Context: an optimization exercise on an open-source flow, tuned for small area. The choices shown serve that exercise and are no tape-out recipe. Only simulation tests tie the RTL to the original design; equivalence was not proved. No activity file was given, so power comes from the tool's default toggle rates.

Setup of v6:
// eve_pe
module eve_pe
#(
parameter WORD_SZ = 32,
parameter GENE_SZ = 64,
parameter ATTR_SZ = 8
)(
input clk,
input rst,
input setup,
input state,
input [GENE_SZ - 1: 0]  data_in1,
input [GENE_SZ - 1: 0]  data_in2,
input [GENE_SZ - 1: 0]  gene_in1,
input [GENE_SZ - 1: 0]  gene_in2,
input [GENE_SZ - 1: 0]  random_num_pack,
output [GENE_SZ - 1: 0]  gene_out1,
output [GENE_SZ - 1: 0]  gene_out2,
output [GENE_SZ - 1: 0]  gene_out3,
output reg [2 : 0]  out_valid
);
Settings: LEC_CHECK=0, CAP_MARGIN=0, CORE_MARGIN=2, CORE_UTILIZATION=80, SLEW_MARGIN=0; clock period 4.5 ns.
standard.sh (not shown) runs the stock make flow with config.mk's settings and CLKGATE_MAP_FILE= SYNTH_SCRIPT=/design/flow/synth_recipe.tcl, a recipe that flattens the netlist after the stock synthesis.
==> flow/flow/run.sh <==
#!/bin/bash
# The standard layout (the standard.sh: standard synthesis, floorplan,
# placement, CTS, routing), with two changes:
#  - the port buffers that placement puts on every input and output are the
#    platform's smallest buffer, sky130_fd_sc_hd__buf_1;
#  - CTS inserts no dummy loads.
# make's full output goes to standard.log in the folder this runs in.
set -euo pipefail
export BUFFER_PORTS_ARGS="-buffer_cell sky130_fd_sc_hd__buf_1"
export CTS_ARGS="-sink_clustering_enable -repair_clock_nets -sink_clustering_size 20 -sink_clustering_max_diameter 50 -buf_list sky130_fd_sc_hd__clkbuf_8 -dont_use_dummy_load"
bash standard.sh > standard.log 2>&1
Setup changes, v6 to v7
- SLEW_MARGIN now 20, was 0
- CORE_UTILIZATION now 70, was 80
- CAP_MARGIN now 20, was 0
--- a/flow/flow/run.sh
+++ b/flow/flow/run.sh
@@ -8,4 +8,4 @@
 set -euo pipefail
 export BUFFER_PORTS_ARGS="-buffer_cell sky130_fd_sc_hd__buf_1"
-export CTS_ARGS="-sink_clustering_enable -repair_clock_nets -sink_clustering_size 20 -sink_clustering_max_diameter 50 -buf_list sky130_fd_sc_hd__clkbuf_8 -dont_use_dummy_load"
+export CTS_ARGS="-sink_clustering_enable -repair_clock_nets -sink_clustering_size 10 -sink_clustering_max_diameter 35 -buf_list sky130_fd_sc_hd__clkbuf_4 -dont_use_dummy_load"
 bash standard.sh > standard.log 2>&1
==> run summary <==
- v7 reports its cell at the slowest stage of the critical path as dfrtp_4 while v6 reports a211oi_1.
- Classification of the worst setup path: in2reg -> v6, reg2out -> v7
- From v6 to v7 the numbers moved as follows: area of the multi-input gates now sits at about the same level; leakage dissipation now sits higher; fmax now sits higher.
- v7 vs. v6: post-layout net count +51, area enclosed by the die boundary +14%.
- Measured against each other, v7 and v6 differ in post-layout minimum cycle time, the higher figure coming from v6.
- v7 and v6 ended up with roughly the same switching power as a share of total power.

* * *

Starting RTL as in the previous note.
Settings: LEC_CHECK=0, CAP_MARGIN=0, CORE_MARGIN=2, CORE_UTILIZATION=80, SLEW_MARGIN=0; clock period 4.5 ns.
==> flow/flow/run.sh <==
#!/bin/bash
# The standard layout (the standard.sh: ORFS synthesis with the standard flow's
# synthesis script, floorplan, placement, CTS, routing), with three changes:
#  - synthesis maps the logic with ABC's area-oriented mapper (flow/abc_area.script
#    in place of ORFS's abc_speed.script); registers are mapped as before;
#  - the port buffers that placement puts on every input and output are the
#    platform's smallest buffer, sky130_fd_sc_hd__buf_1;
#  - CTS inserts no dummy loads.
# make's full output goes to standard.log in the folder this runs in.
set -euo pipefail
here=$(pwd)
rm -rf "$here/scripts"
cp -r "$FLOW_HOME/scripts" "$here/scripts"
cp "$here/flow/abc_area.script" "$here/scripts/abc_speed.script"
export BUFFER_PORTS_ARGS="-buffer_cell sky130_fd_sc_hd__buf_1"
export CTS_ARGS="-sink_clustering_enable -repair_clock_nets -sink_clustering_size 20 -sink_clustering_max_diameter 50 -buf_list sky130_fd_sc_hd__clkbuf_8 -dont_use_dummy_load"
bash standard.sh SCRIPTS_DIR="$here/scripts" finish > standard.log 2>&1
==> flow/flow/abc_area.script <==
strash
dch -f
map -a
topo
mfs2 -a
strash
dch -f
map -a
topo
Rerun with:
==> flow/flow/abc_area.script (replaced) <==
strash
dch -f
map -a
topo
mfs2 -a
strash
dch -f
map -a
topo
buffer -c
upsize -c
dnsize -c
Result: The new run finished clean; core utilization drops by 0.50 points; die area climbs by 1.3%; clock-buffer cell count stays the same; synthesized cell count climbs by 3.2%; sequential power stays flat; wire length climbs by 4.5%; clock skew climbs by 0.012 ns; non-clock buffer count drops by 3; design area stays flat.
Rerun with:
--- a/flow/flow/run.sh
+++ b/flow/flow/run.sh
@@ -16 +16 @@
-export CTS_ARGS="-sink_clustering_enable -repair_clock_nets -sink_clustering_size 20 -sink_clustering_max_diameter 50 -buf_list sky130_fd_sc_hd__clkbuf_8 -dont_use_dummy_load"
+export CTS_ARGS="-sink_clustering_enable -repair_clock_nets -sink_clustering_size 16 -sink_clustering_max_diameter 45 -buf_list sky130_fd_sc_hd__clkbuf_8 -dont_use_dummy_load"
==> flow/flow/abc_area.script (replaced) <==
strash
dch -f
map -a
topo
mfs2 -a
strash
dch -f
map -a
topo
Synthesized area decreases by 1.4%.
Routed wire length increases by 3.5%.
Design area increases by 0.54%.
Sequential power stays flat.
Hold slack improved by 0.073 ns.
Global-route usage increases by 0.39 points.
Register-to-register slack got worse by 0.54 ns.
Clock power increases by 10%.
Non-clock buffer count increases by 3.
Rerun with:
==> flow/run.sh (new file) <==
#!/bin/bash
# synth_recipe.tcl (not shown) runs the flow's synth.tcl, then flattens the netlist and writes it again
# the make line also repeats each setting of config.mk as NAME=value (left out here)
make -C /OpenROAD-flow-scripts/flow DESIGN_CONFIG=/design/flow/config.mk WORK_HOME=/design/flow/orfs CLKGATE_MAP_FILE= SYNTH_SCRIPT=/design/flow/synth_recipe.tcl finish
- CTS_BUF_LIST: default -> sky130_fd_sc_hd__clkbuf_8
- CTS_CLUSTER_DIAMETER: default -> 50
- CTS_CLUSTER_SIZE: default -> 18
removed: flow/flow/run.sh
removed: flow/flow/abc_area.script
removed: flow/standard.sh
Effect:
- With this change the flow stopped in clock tree synthesis (DPL-0033)
- area after synthesis came out higher by 5.4%
- synthesized cell count came out lower by about 12%
Rerun with:
==> flow/flow/run.sh (new file) <==
#!/bin/bash
# The standard layout (the standard.sh: standard synthesis, floorplan,
# placement, CTS, routing), with two changes:
#  - the port buffers that placement puts on every input and output are the
#    platform's smallest buffer, sky130_fd_sc_hd__buf_1;
#  - CTS inserts no dummy loads.
# make's full output goes to standard.log in the folder this runs in.
set -euo pipefail
export BUFFER_PORTS_ARGS="-buffer_cell sky130_fd_sc_hd__buf_1"
export CTS_ARGS="-sink_clustering_enable -repair_clock_nets -sink_clustering_size 20 -sink_clustering_max_diameter 50 -buf_list sky130_fd_sc_hd__clkbuf_8 -dont_use_dummy_load"
bash standard.sh > standard.log 2>&1
==> flow/standard.sh (new file) <==
#!/bin/bash
# synth_recipe.tcl (not shown) runs the flow's synth.tcl, then flattens the netlist and writes it again
# the make line also repeats each setting of config.mk as NAME=value (left out here)
make -C /OpenROAD-flow-scripts/flow DESIGN_CONFIG=/design/flow/config.mk WORK_HOME=/design/flow/orfs CLKGATE_MAP_FILE= SYNTH_SCRIPT=/design/flow/synth_recipe.tcl "${@:-finish}"
- CAP_MARGIN: 0 -> 20
- CORE_UTILIZATION: 80 -> 70
- CTS_BUF_LIST: sky130_fd_sc_hd__clkbuf_8 -> default
- CTS_CLUSTER_DIAMETER: 50 -> default
- CTS_CLUSTER_SIZE: 18 -> default
- SLEW_MARGIN: 0 -> 20
removed: flow/run.sh
What happened: With this change the flow finished clean. Synthesized cell count is unchanged. Synthesized area does not change.

## re-timing with driven ports
Ports are ideal in the flow. The routed layouts listed here were re-timed in OpenROAD.
Step 1, drivers: a clkbuf_16 drives clk and a buf_2 each remaining input, both assumed.
Step 2 times the ports against the registers' clock, not the clock port: input delays grow and output delays shrink by t, the midpoint of the rising clock arrivals with the driver on.
a / b / c = ideal ports / drivers / drivers and shift; a / b = the first two.
run | shift t [ns] | slack for setup (ns) | hold slack, ns | worst slew at a driven data input, ns
v6 | 0.627 | 0.929 / 0.888 / 0.261 | 0.205 / 0.183 / 0.312 | 0.09
v7 | 0.820 | 0.981 / 0.927 / 0.343 | 0.173 / 0.145 / 0.296 | 0.14
the first run of note 2 | 0.615 | 0.740 / 0.740 / 0.156 | 0.294 / 0.294 / 0.294 | 0.13
the second run of note 2 | 0.635 | 1.092 / 1.119 / 0.484 | 0.207 / 0.190 / 0.320 | 0.08
the third run of note 2 | 0.633 | 0.645 / 0.633 / 0.086 | 0.280 / 0.280 / 0.280 | 0.22
the fifth run of note 2 | 0.666 | 1.117 / 1.020 / 0.354 | 0.281 / 0.281 / 0.281 | 0.14
After both steps setup and hold are still met in every run listed. For the fifth run of note 2, which loses most, drivers alone change the setup slack by -0.097 ns; drivers and shift together by -0.763 ns.
